Context: an optimization exercise on an open-source flow, tuned for small area. The choices shown serve that exercise and are no tape-out recipe. RTL that was checked went through simulation tests only; none was proved equivalent to the original. Power is estimated from default activity; no workload was simulated.

Design firepi_top, start of the top module:
module firepi_top (
    input  clk_50mhz,
    input  rst,  
    input  uart_rx,  
    output uart_tx,
    input  uart1_rx,  
    output uart1_tx,
    output led_out,  
    output led_solved  
);
make LEC_CHECK=0 ABC_AREA=1 CAP_MARGIN=20 CORE_MARGIN=2 CORE_UTILIZATION=40 CTS_BUF_LIST=sky130_fd_sc_hd__clkbuf_4 CTS_CLUSTER_DIAMETER=40 CTS_CLUSTER_SIZE=10 SLEW_MARGIN=20 finish   # period 20.0 ns
run.sh (not shown) runs the stock make flow with config.mk's settings and CLKGATE_MAP_FILE= SYNTH_SCRIPT=/design/flow/synth_recipe.tcl, a recipe that flattens the netlist after the stock synthesis.
Edit:
--- a/flow/design.v
+++ b/flow/design.v
@@ -111,49 +111,54 @@
     reg carry, prev, mcur, mnext, ep, eq;
     reg [13:0] rr;
     localparam [15:0] C4 = 16'd46344;    
     wire isH  = lop[2] & ~lop[1];
     wire h1   = lop[0];
     wire isM  = lop[2] & lop[1];
     wire isSW = ~lop[2] & lop[1];
-    wire pro  = (hi == 2'd3);            
+    wire pro  = (hi == 2'd3);           
     wire mv   = isH | isSW;              
     wire st0  = mv & (sub == 2'd0);
     wire st1  = mv & (sub == 2'd1);
     wire [1:0] hp = hi[0] ? (h1 ? 2'd1 : 2'd2) : 2'd0;
     wire [1:0] hq = hi[0] ? 2'd3 : (h1 ? 2'd2 : 2'd1);
     wire hornH = isH & sub[1];
-    wire mhorn = isM & ~pro & ~sub[0];
-    wire madd  = isM & ~pro & sub[0];
-    wire horn = hornH | mhorn;
-    wire [1:0] ni = pro ? 2'd0 : sub[0] ? hi + 2'd1 : hi;
-    wire [3:0] nj = (pro | sub[0]) ? 4'd15 : j - 4'd1;
+    wire inj  = isM & (sub == 2'd3);
+    wire horn = hornH | (isM & ~pro);
+    reg [1:0] ni;
+    reg [3:0] nj;
+    always @(*) begin
+        if (pro) begin ni = 2'd0; nj = 4'd15; end
+        else if (sub != 2'd3 && sub < hi) begin ni = sub + 2'd1; nj = j; end
+        else if (sub != 2'd3 && j == 4'd14) begin ni = 2'd3; nj = j; end
+        else if (j != 4'd0) begin ni = 2'd0; nj = j - 4'd1; end
+        else begin ni = 2'd0; nj = 4'd15; end
+    end
+    wire runend = isM & ~pro & (sub == hi) & (j == 4'd0);
     wire [1:0] tring;
-    wire [1:0] xsel = isSW ? 2'd3 : isM ? (madd ? {2{ph[4]}} : hi) :
-                      ((sub == 2'd3) ? hq : hp);
+    wire [1:0] xsel = isSW ? 2'd3 : isM ? sub : ((sub == 2'd3) ? hq : hp);
     wire [1:0] qsel = !lact ? tring : isSW ? {lop[0], ~lop[0]} : isH ? hq : ni;
     wire xr = ap[xsel];
     wire qr = ap[qsel];
     wire ext = (isH & (sub == 2'd3)) ? eq : ep;
     wire xk = lowh ? xr : ext;
     wire mbit = isH ? C4[j] : mcur;
-    wire neg = mhorn & (j == 4'd15);
-    wire first = (j == 4'd15) & horn;
+    wire neg = isM & (j == 4'd15) & ~inj;
+    wire first = (j == 4'd15) & (isH | (sub == 2'd0));
+    wire dbl = isH | (sub == 2'd0);
     wire accp = acc[0];
     wire pm = mbit & xk;
-    wire [15:0] rpos = {rr[1:0], 2'b00, rr[13:2]};
-    wire injb = (ph < 5'd14) ? 1'b0 : (ph >= 5'd28) ? 1'b1 : rpos[ph[3:0]];
-    wire fa_a = st0 ? (isH & xr) : (st1 | madd) ? accp :
-                (horn & ~first & ~k0) ? prev : 1'b0;
-    wire fa_b = st0 ? qr : st1 ? (isH & ~qr) :
-                madd ? ((hi == 2'd0) ? injb : xr) : (neg ? ~pm : pm);
+    wire injb = (ph < 5'd14) ? ~rr[ph[3:0]] : 1'b1;
+    wire fa_a = st0 ? (isH & xr) : st1 ? accp :
+                first ? 1'b0 : dbl ? (k0 ? 1'b0 : prev) : accp;
+    wire fa_b = st0 ? qr : st1 ? (isH & ~qr) : inj ? injb : (neg ? ~pm : pm);
     wire cin = k0 ? ((st1 & isH) | neg) : carry;
     wire sum = fa_a ^ fa_b ^ cin;
     wire cout = (fa_a & fa_b) | (cin & (fa_a ^ fa_b));
-    wire we_x = lact & ((st0 & lowh) | (hornH & (j == 4'd0) & ~lowh) | madd);
+    wire we_x = lact & ((st0 & lowh) | (hornH & (j == 4'd0) & ~lowh));
     wire we_q = lact & st1 & lowh;
     wire blkreq = (st == S_AP) | (st == S_RDR);
     wire [3:0] wk = idx - 4'd1;
     wire wdat = rxd1[ph4[2:0]];
     integer g;
     always @(*) begin
         for (g = 0; g < 4; g = g + 1) begin
@@ -291,15 +296,15 @@
                 S_EXG: begin
                     green <= 1'b0;
                     meas <= 1'b0;
                     tbyte <= 4'd3;
                     st <= S_TX;
                 end
                 S_MC: begin
-                    rr <= ~lfsr[13:0];
+                    rr <= lfsr[13:0];
                     lop <= L_MEAS;
                     st <= S_MD;
                 end
                 S_MD: begin
                     green <= 1'b1;
                     meas <= 1'b1;
                     tbyte <= 4'd7;
@@ -347,19 +352,17 @@
                                 hi <= 2'd1;
                                 if (hi[0]) begin lop <= L_NONE; lact <= 1'b0; end
                             end
                         end
                     endcase
                 end else if (isM) begin
                     if (pro) hi <= 2'd0;
-                    else if (!sub[0]) begin
-                        j <= j - 4'd1;
-                        if (j == 4'd0) sub <= 2'd1;
-                    end else begin
-                        sub <= 2'd0;
+                    sub <= ni;
+                    j <= nj;
+                    if (runend) begin
                         if (!sum || hi == 2'd2) begin
                             o <= sum ? 2'd3 : hi;
                             lop <= L_NONE; lact <= 1'b0;
                             blkp <= 1'b1; bcopy <= 1'b0;
                         end else hi <= hi + 2'd1;
                     end
                 end
=>
- global-route usage came out higher by 0.17 points
- worst hold slack gets better by 16 ps
- clock power came out lower by 7.4%
- worst setup slack gets worse by 44 ps
- register-to-register slack gets better by 210 ps
- power came out lower by 2.7%
- die area came out higher by 1.4%
- clock skew came out lower by 29 ps
- maximum frequency came out lower by 0.71%
- cell count came out higher by 2.0%
- sequential share of layout area came out lower by 0.54 points
- first-iteration DRC count came out higher by 13%
- synthesized cell count came out higher by 2.6%
- utilization is about the same
For the second run of this note, only the layout was checked, not whether the RTL still works.

---

Another version of the RTL of firepi_top (not shown whole).
For scale: roughly 1100 cells after synthesis, roughly 320 flip-flops, about 8 I/O pins, ~11000 um^2 of cells after synthesis.
clock: 20.0 ns
lec_check: 0
abc_area: 1
cap_margin: 20
core_margin: 2
core_utilization: 40
cts_buf_list: sky130_fd_sc_hd__clkbuf_8
cts_cluster_diameter: 80
cts_cluster_size: 14
slew_margin: 20
Edit:
--- a/flow/design.v
+++ b/flow/design.v
@@ -161,30 +161,30 @@
                S_A1   = 4'd4, S_A2 = 4'd5, S_RDX = 4'd6, S_AP = 4'd7,
                S_TX   = 4'd8;
     localparam L_NONE = 3'd0, L_SWX = 3'd1, L_SW13 = 3'd3, L_SW23 = 3'd2,
                L_H0 = 3'd4, L_H1 = 3'd5, L_MEAS = 3'd6;
     reg [3:0] st;
     reg processing, green, meas;
     reg [3:0] tbyte, tslot;
     reg [8:0] tq;        
     wire [8:0] tmr = tq ^ 9'h0AA;
-    reg txr, nb;
+    reg txr;
     wire tend = (tmr == 9'h093);
     reg fr;
     reg [3:0] idx;       
     wire [3:0] nidx = idx + 4'd1;
     reg ready;
     reg wpend, wact;
     reg blkp, bact, bcopy, fwd;
     reg [2:0] lop;
     reg lact;
     reg [1:0] sub, hi;
-    reg carry, prev, mcur, ep, eq;
+    reg carry, prev, mcur, ep;
     reg [13:0] rr;
     localparam [15:0] C4 = 16'd46344;    
     wire isH  = lop[2] & ~lop[1];
     wire h1   = lop[0];
     wire isM  = lop[2] & lop[1];
     wire isSW = ~lop[2] & lop[1];
     wire mv   = isH | isSW;              
     wire st0  = mv & (sub == 2'd0);
     wire st1  = mv & (sub == 2'd1);
@@ -197,19 +197,19 @@
     wire [3:0] j = 4'd0 - bk;
     wire bfirst = (bk == 4'd1);
     wire blast = (bk == 4'd0);
     wire [1:0] tring;
     wire [1:0] xsel = isM ? (madd ? {2{ph[4]}} : hi) :
                       ((sub == 2'd1) | (sub[1] & hi[1])) ? hq : hp;
     wire [1:0] qsel = !lact ? tring : isM ? hi : hq;
     wire xr = ap[xsel];
     wire qr = ap[qsel];
-    wire ext = (isH & hi[1]) ? eq : ep;
+    wire ext = (isH & hi[1]) ? mcur : ep;
     wire xk = lowh ? xr : ext;
     wire mbit = isH ? C4[j] : mcur;
     wire neg = mhorn & bfirst;
     wire first = bfirst & horn;
     wire accp = acc[0];
     wire pm = (isM & ~lowh) ? ep : (mbit & xk);
     wire [15:0] rpos = {rr[1:0], 2'b00, rr[13:2]};
     wire injb = (ph < 5'd14) ? 1'b0 : (ph >= 5'd28) ? 1'b1 : rpos[ph[3:0]];
     wire fa_a = st0 ? (isH & xr) : (st1 | madd) ? accp :
@@ -259,20 +259,18 @@
     assign uart1_tx = txr | ans;
     assign uart_tx  = txr | ~ans;
     assign led_solved = (!processing) && green;
     assign led_out = processing ? blink : (!green);
     always @(posedge clk) begin
         tq <= ((st != S_TX) ? 9'h1A4 : tend ? ((tslot == 4'd9) ? 9'h1A4 : 9'h1FF) :
                {tmr[7:0], tmr[8] ^ tmr[4]}) ^ 9'h0AA;
         if (st != S_TX) tslot <= 4'd15;
         else if (tend) tslot <= (tslot == 4'd9) ? 4'd15 : tslot + 4'd1;
-        if (!tslot[3] && tcap)
-            nb <= ampbyte ? qr : cbyte[nd];
     end
     always @(posedge clk) begin
         if (rst) begin
             st <= S_IDLE;
             processing <= 1'b0;
             green <= 1'b1;
             txr <= 1'b1;
             fr <= 1'b0;
             ready <= 1'b0;
@@ -352,19 +350,19 @@
                 S_D3: st <= S_D2;
                 S_D2: begin
                     rr <= ~lfsr[13:0];
                     st <= S_D1;
                 end
                 S_D1: st <= S_TX;
                 S_TX: begin
                     if (tend) begin
                         if (tslot == 4'd15) txr <= 1'b0;
-                        else if (!tslot[3]) txr <= nb;
+                        else if (!tslot[3]) txr <= ampbyte ? ep : cbyte[nd];
                         else if (tslot == 4'd8) txr <= 1'b1;
                         else begin
                             if (tbyte == 4'd5) st <= S_IDLE;
                             else if (tbyte == 4'd1 && !meas) tbyte <= 4'd3;
                             else tbyte <= tbyte + 4'd1;
                         end
                     end
                 end
                 default: st <= S_IDLE;
@@ -417,15 +415,16 @@
         else if (kend) wpend <= 1'b0;
         if (kend) wact <= wpend;
         else if (ph == 5'd15) wact <= 1'b0;
     end
     always @(posedge clk) begin
         carry <= cout;
         prev <= accp;
         if (lact && ph == 5'd15) begin
             if (st0 && isH) ep <= fa_a ^ fa_b ^ cout;
-            if (st1 && isH) eq <= fa_a ^ fa_b ^ cout;
+            if (st1 && isH) mcur <= fa_a ^ fa_b ^ cout;
             if (isM) ep <= xr & mcur;
         end
         if (lact && isM && !lowh && ph4 == ~bk) mcur <= qr;
+        if (ampbyte && !tslot[3] && tcap) ep <= qr;
     end
 endmodule
Result: Worst hold slack stays flat. Power fell by 3.9%. Global-route usage rose by 0.16 points. Sequential power fell by about 2%. Non-clock buffer count stays the same. Design area fell by 1.3%. Count of clock-buffer cells in the layout is unchanged. Utilization rose by 0.43 points. Setup slack is better by 11 ps. Maximum frequency hardly moves. First-iteration DRC count rose by 16%. Area after synthesis fell by 1.4%. Sequential share of layout area rose by 0.22 points.

## separate check: timing with driven ports
The flow's constraints put no driver on any port. The routed layouts listed below were extracted and timed again, unchanged, in two steps.
Step 1: set_driving_cell puts a clkbuf_16 on clk_50mhz and a buf_2 on each other input, an assumption about the parent block.
Step 2 adds t to the input delays and takes it off the output delays; t is the mean of the earliest and latest rising clock arrival at the registers after step 1. Input paths then give back, and output paths get back, about the clock's delay inside the block.
Three values: ideal ports, drivers, drivers and shift; two values: the first two.
| run | t (ns) | slack for setup (ns) | hold WS [ns] | worst data-port slew with drivers (ns) | cell pins on the clock port's net |
|---|---|---|---|---|---|
| the first run of note 1 | 0.688 | 13.864 / 13.825 / 14.312 | 0.307 / 0.307 / 0.307 | 0.04 | 1 |
| the second run of note 1 | 0.685 | 13.820 / 13.775 / 13.730 | 0.323 / 0.323 / 0.323 | 0.03 | 1 |
| the first run of note 2 | 0.593 | 13.907 / 13.864 / 13.988 | 0.301 / 0.301 / 0.301 | 0.03 | 1 |
| the second run of note 2 | 0.596 | 13.918 / 13.876 / 13.793 | 0.301 / 0.301 / 0.301 | 0.03 | 1 |
After both steps every run listed still meets setup and hold. The setup slack of the second run of note 2, which loses most, moves by -0.042 ns with the drivers and by -0.125 ns with both steps.
